This is an optimization exercise on Yosys and OpenROAD, whose aim is small area and a short achievable clock period, not a production implementation. RTL that was checked went through simulation tests only; none was proved equivalent to the original. Power and IR drop assume default switching activity. The clock port is modelled as an ideal driver; clocking choices that lean on that would not hold on a real chip.

==> flow/design.v (excerpt) <==
module pipelinediv (clock, dividend, divisor, quotient, remainder);
Size in the first run: about 5,400 cells after synthesis, about 2,000 flip-flops, roughly 97 I/O pins.
Settings: LEC_CHECK=0, CAP_MARGIN=20, CORE_MARGIN=2, CORE_UTILIZATION=45, PLACE_DENSITY=0.6, SLEW_MARGIN=20; clock period 18.0 ns.
run.sh (not shown) runs the stock make flow with config.mk's settings and CLKGATE_MAP_FILE= SYNTH_SCRIPT=/design/flow/synth_recipe.tcl, a recipe that flattens the netlist after the stock synthesis.
Rerun with:
==> flow/flow/run.sh (new file) <==
#!/bin/bash
# Standard ORFS layout (the standard.sh), with plain buffers on the ports
# instead of the delay buffers buffer_ports picks by default.
set -euo pipefail
bash standard.sh "BUFFER_PORTS_ARGS=-buffer_cell sky130_fd_sc_hd__buf_2" finish > make_finish.log 2>&1
==> flow/standard.sh (new file) <==
#!/bin/bash
# synth_recipe.tcl (not shown) runs the flow's synth.tcl, then flattens the netlist and writes it again
# the make line also repeats each setting of config.mk as NAME=value (left out here)
make -C /OpenROAD-flow-scripts/flow DESIGN_CONFIG=/design/flow/config.mk WORK_HOME=/design/flow/orfs CLKGATE_MAP_FILE= SYNTH_SCRIPT=/design/flow/synth_recipe.tcl "${@:-finish}"
CORE_UTILIZATION = 60   (was 45)
PLACE_DENSITY = 0.7   (was 0.6)
removed: flow/run.sh
Outcome:
- The new run went through all stages and came out clean
- sequential power is about the same
- register-to-register slack gets better by 0.03 ns
- cell area goes down by 1.3%
- routed wire length came out higher by 3.7%
- synthesized area is unchanged
- clock skew went down by 0.016 ns
- total power grows by 0.62%

* * *

pipelinediv, a different RTL version from the one above (not shown whole).
For scale: ~4100 cells after synthesis, ~2000 flip-flops, ~97 I/O pins, about 59000 um^2 of cells after synthesis.
// pipelinediv
module pipelinediv (clock, dividend, divisor, quotient, remainder);
==> flow/config.mk <==
export PLATFORM = sky130hd
export DESIGN_NAME = pipelinediv
export DESIGN_NICKNAME = pipelinediv
export VERILOG_FILES = /design/flow/design.v
export SDC_FILE = /design/flow/constraint.sdc
export NUM_CORES = 4
export LEC_CHECK = 0
export CAP_MARGIN = 20
export CORE_MARGIN = 2
export CORE_UTILIZATION = 60
export PLACE_DENSITY = 0.7
export SLEW_MARGIN = 20
==> flow/constraint.sdc <==
create_clock -name core_clock -period 18.0 [get_ports {clock}]
set_input_delay 3.6000 -clock core_clock [delete_from_list [all_inputs] [get_ports {clock}]]
set_output_delay 3.6000 -clock core_clock [all_outputs]
set_load 0.01 [all_outputs]
standard.sh (not shown) runs the stock make flow with config.mk's settings and CLKGATE_MAP_FILE= SYNTH_SCRIPT=/design/flow/synth_recipe.tcl, a recipe that flattens the netlist after the stock synthesis.
==> flow/flow/run.sh <==
#!/bin/bash
set -euo pipefail
bash standard.sh "BUFFER_PORTS_ARGS=-buffer_cell sky130_fd_sc_hd__buf_2" "CTS_ARGS=-sink_clustering_enable -repair_clock_nets -dont_use_dummy_load -buf_list sky130_fd_sc_hd__clkbuf_16 -sink_clustering_size 30 -sink_clustering_max_diameter 80" finish > make_finish.log 2>&1
The baseline finished with timing, DRC and antenna clean.
Next try:
==> flow/flow/run.sh (replaced) <==
#!/bin/bash
set -euo pipefail
bash standard.sh "BUFFER_PORTS_ARGS=-buffer_cell sky130_fd_sc_hd__buf_2" "CTS_ARGS=-sink_clustering_enable -repair_clock_nets -dont_use_dummy_load -buf_list sky130_fd_sc_hd__clkbuf_8 -sink_clustering_size 20 -sink_clustering_max_diameter 60" finish > make_finish.log 2>&1
Clock skew climbs by 29 ps.
Cell count climbs by 1.0%.
Area after synthesis stays the same.
Non-clock buffer count is unchanged.
Sequential share of layout area climbs by 0.13 points.
Wire length barely changes.
Function was not checked in any run of this note: the RTL went through the layout flow alone.

* * *

Another version of the RTL of pipelinediv (not shown whole).
For scale: roughly 3,800 cells after synthesis, about 2,000 flip-flops, about 97 I/O pins, roughly 56,000 sq um of cells after synthesis.
Design pipelinediv, start of the top module:
module pipelinediv (clock, dividend, divisor, quotient, remainder);
export LEC_CHECK = 0
export CAP_MARGIN = 20
export CORE_MARGIN = 2
export CORE_UTILIZATION = 70
export PLACE_DENSITY = 0.8
export SLEW_MARGIN = 20
create_clock -name core_clock -period 18.0 [get_ports {clock}]
==> flow/flow/run.sh <==
#!/bin/bash
set -euo pipefail
bash standard.sh "BUFFER_PORTS_ARGS=-buffer_cell sky130_fd_sc_hd__buf_2" "CTS_ARGS=-sink_clustering_enable -repair_clock_nets -dont_use_dummy_load -buf_list sky130_fd_sc_hd__clkbuf_16 -sink_clustering_size 30 -sink_clustering_max_diameter 80" finish > make_finish.log 2>&1
The baseline finished with timing, DRC and antenna clean.
Rerun with:
==> flow/flow/run.sh (replaced) <==
#!/bin/bash
set -euo pipefail
bash standard.sh "BUFFER_PORTS_ARGS=-buffer_cell sky130_fd_sc_hd__buf_2" "CTS_ARGS=-sink_clustering_enable -repair_clock_nets -dont_use_dummy_load -buf_list sky130_fd_sc_hd__clkbuf_16 -sink_clustering_size 25 -sink_clustering_max_diameter 60" finish > make_finish.log 2>&1
--- a/flow/config.mk
+++ b/flow/config.mk
@@ -8,5 +8,5 @@
 export CAP_MARGIN = 20
 export CORE_MARGIN = 2
-export CORE_UTILIZATION = 70
-export PLACE_DENSITY = 0.8
+export CORE_UTILIZATION = 75
+export PLACE_DENSITY = 0.85
 export SLEW_MARGIN = 20
What happened: Fmax hardly moves. Design area climbs slightly. Synthesized area stays the same. Global-route usage climbs by 3.8 points. Clock-buffer cell count climbs by 19.
Rerun with:
==> flow/flow/run.sh (replaced) <==
#!/bin/bash
set -euo pipefail
bash standard.sh "BUFFER_PORTS_ARGS=-buffer_cell sky130_fd_sc_hd__buf_2" "CTS_ARGS=-sink_clustering_enable -repair_clock_nets -dont_use_dummy_load -buf_list sky130_fd_sc_hd__clkbuf_16 -sink_clustering_size 30 -sink_clustering_max_diameter 80" "SETUP_SLACK_MARGIN=13.5" finish > make_finish.log 2>&1
--- a/flow/config.mk
+++ b/flow/config.mk
@@ -8,5 +8,5 @@
 export CAP_MARGIN = 20
 export CORE_MARGIN = 2
-export CORE_UTILIZATION = 75
-export PLACE_DENSITY = 0.85
+export CORE_UTILIZATION = 70
+export PLACE_DENSITY = 0.8
 export SLEW_MARGIN = 20
The new run finished with timing, DRC and antenna clean.
Total power goes down by 2.9%.
Routed wire length goes down by 12%.
Sequential share of layout area goes up by 0.18 points.
Via count goes down by 2.2%.
Setup slack improved by 27 ps.
Design area is about the same.
Rerun with:
==> flow/flow/run.sh (replaced) <==
#!/bin/bash
set -euo pipefail
bash standard.sh "BUFFER_PORTS_ARGS=-buffer_cell sky130_fd_sc_hd__buf_2" "CTS_ARGS=-sink_clustering_enable -repair_clock_nets -dont_use_dummy_load -buf_list sky130_fd_sc_hd__clkbuf_16 -sink_clustering_size 30 -sink_clustering_max_diameter 80 -balance_levels" finish > make_finish.log 2>&1
Setup slack degrades by 18 ps.
Area after synthesis stays the same.
Register-to-register slack degrades by 140 ps.
Cell area goes down slightly.
Flip-flop and latch count does not change.
Cell count stays flat.
Non-clock buffer count goes down by 7.
Global-route usage is about the same.
Via count hardly moves.
Maximum frequency goes down slightly.
Rerun with:
==> flow/flow/run.sh (replaced) <==
#!/bin/bash
set -euo pipefail
bash standard.sh "BUFFER_PORTS_ARGS=-buffer_cell sky130_fd_sc_hd__buf_2" "CTS_ARGS=-sink_clustering_enable -repair_clock_nets -dont_use_dummy_load -buf_list sky130_fd_sc_hd__clkbuf_16 -sink_clustering_size 36 -sink_clustering_max_diameter 100" finish > make_finish.log 2>&1
After rerunning: The new run went through all stages and came out clean; non-clock buffer count is unchanged; cell area fell slightly; synthesized area stays the same; synthesized cell count stays the same; routed wire length fell slightly; utilization went down by 0.50 points; sequential cell count does not change; sequential share of layout area went up by 0.44 points; worst setup slack is worse by 19 ps; clock skew decreases by 24 ps; sequential power is about the same.

-- port drivers added, routing unchanged --
The flow's constraints put no driver on any port. The routed layouts listed below were extracted and timed again, unchanged, in two steps.
Step 1 (the two cells are an assumption about what drives the block):
set clk [get_ports {clock}]
set_driving_cell -lib_cell sky130_fd_sc_hd__clkbuf_16 $clk
set_driving_cell -lib_cell sky130_fd_sc_hd__buf_2 [delete_from_list [all_inputs] $clk]
Step 2, shift: input delay + t, output delay - t, t = (earliest + latest rising clock arrival at the registers) / 2. This alone moves slack from input paths to output paths.
Three values: ideal, step 1, step 2; two values: the first two.
run | t (ns) | setup slack, ns | hold slack, ns | slew at the worst register clock pin (ns) | worst data-port slew with drivers (ns)
the first run of note 1 | 0.857 | 12.750 / 12.676 / 13.534 | 0.279 / 0.279 / 0.279 | 0.06 / 0.06 | 0.03
the second run of note 1 | 0.827 | 13.196 / 13.129 / 13.956 | 0.306 / 0.306 / 0.306 | 0.07 / 0.07 | 0.04
the first run of note 2 | 0.715 | 13.261 / 13.197 / 13.912 | 0.303 / 0.303 / 0.303 | 0.11 / 0.11 | 0.03
the second run of note 2 | 0.855 | 13.123 / 13.062 / 13.916 | 0.269 / 0.269 / 0.269 | 0.12 / 0.12 | 0.03
the first run of note 3 | 0.680 | 13.274 / 13.211 / 13.594 | 0.292 / 0.292 / 0.292 | 0.11 / 0.11 | 0.05
the second run of note 3 | 0.710 | 13.265 / 13.200 / 13.500 | 0.308 / 0.308 / 0.308 | 0.10 / 0.10 | 0.05
the third run of note 3 | 0.682 | 13.291 / 13.228 / 13.726 | 0.294 / 0.294 / 0.294 | 0.11 / 0.11 | 0.05
the fourth run of note 3 | 0.680 | 13.274 / 13.211 / 13.594 | 0.292 / 0.292 / 0.292 | 0.11 / 0.11 | 0.05
the fifth run of note 3 | 0.708 | 13.255 / 13.193 / 13.605 | 0.297 / 0.297 / 0.297 | 0.12 / 0.12 | 0.05
After both steps setup and hold are still met in every run listed.
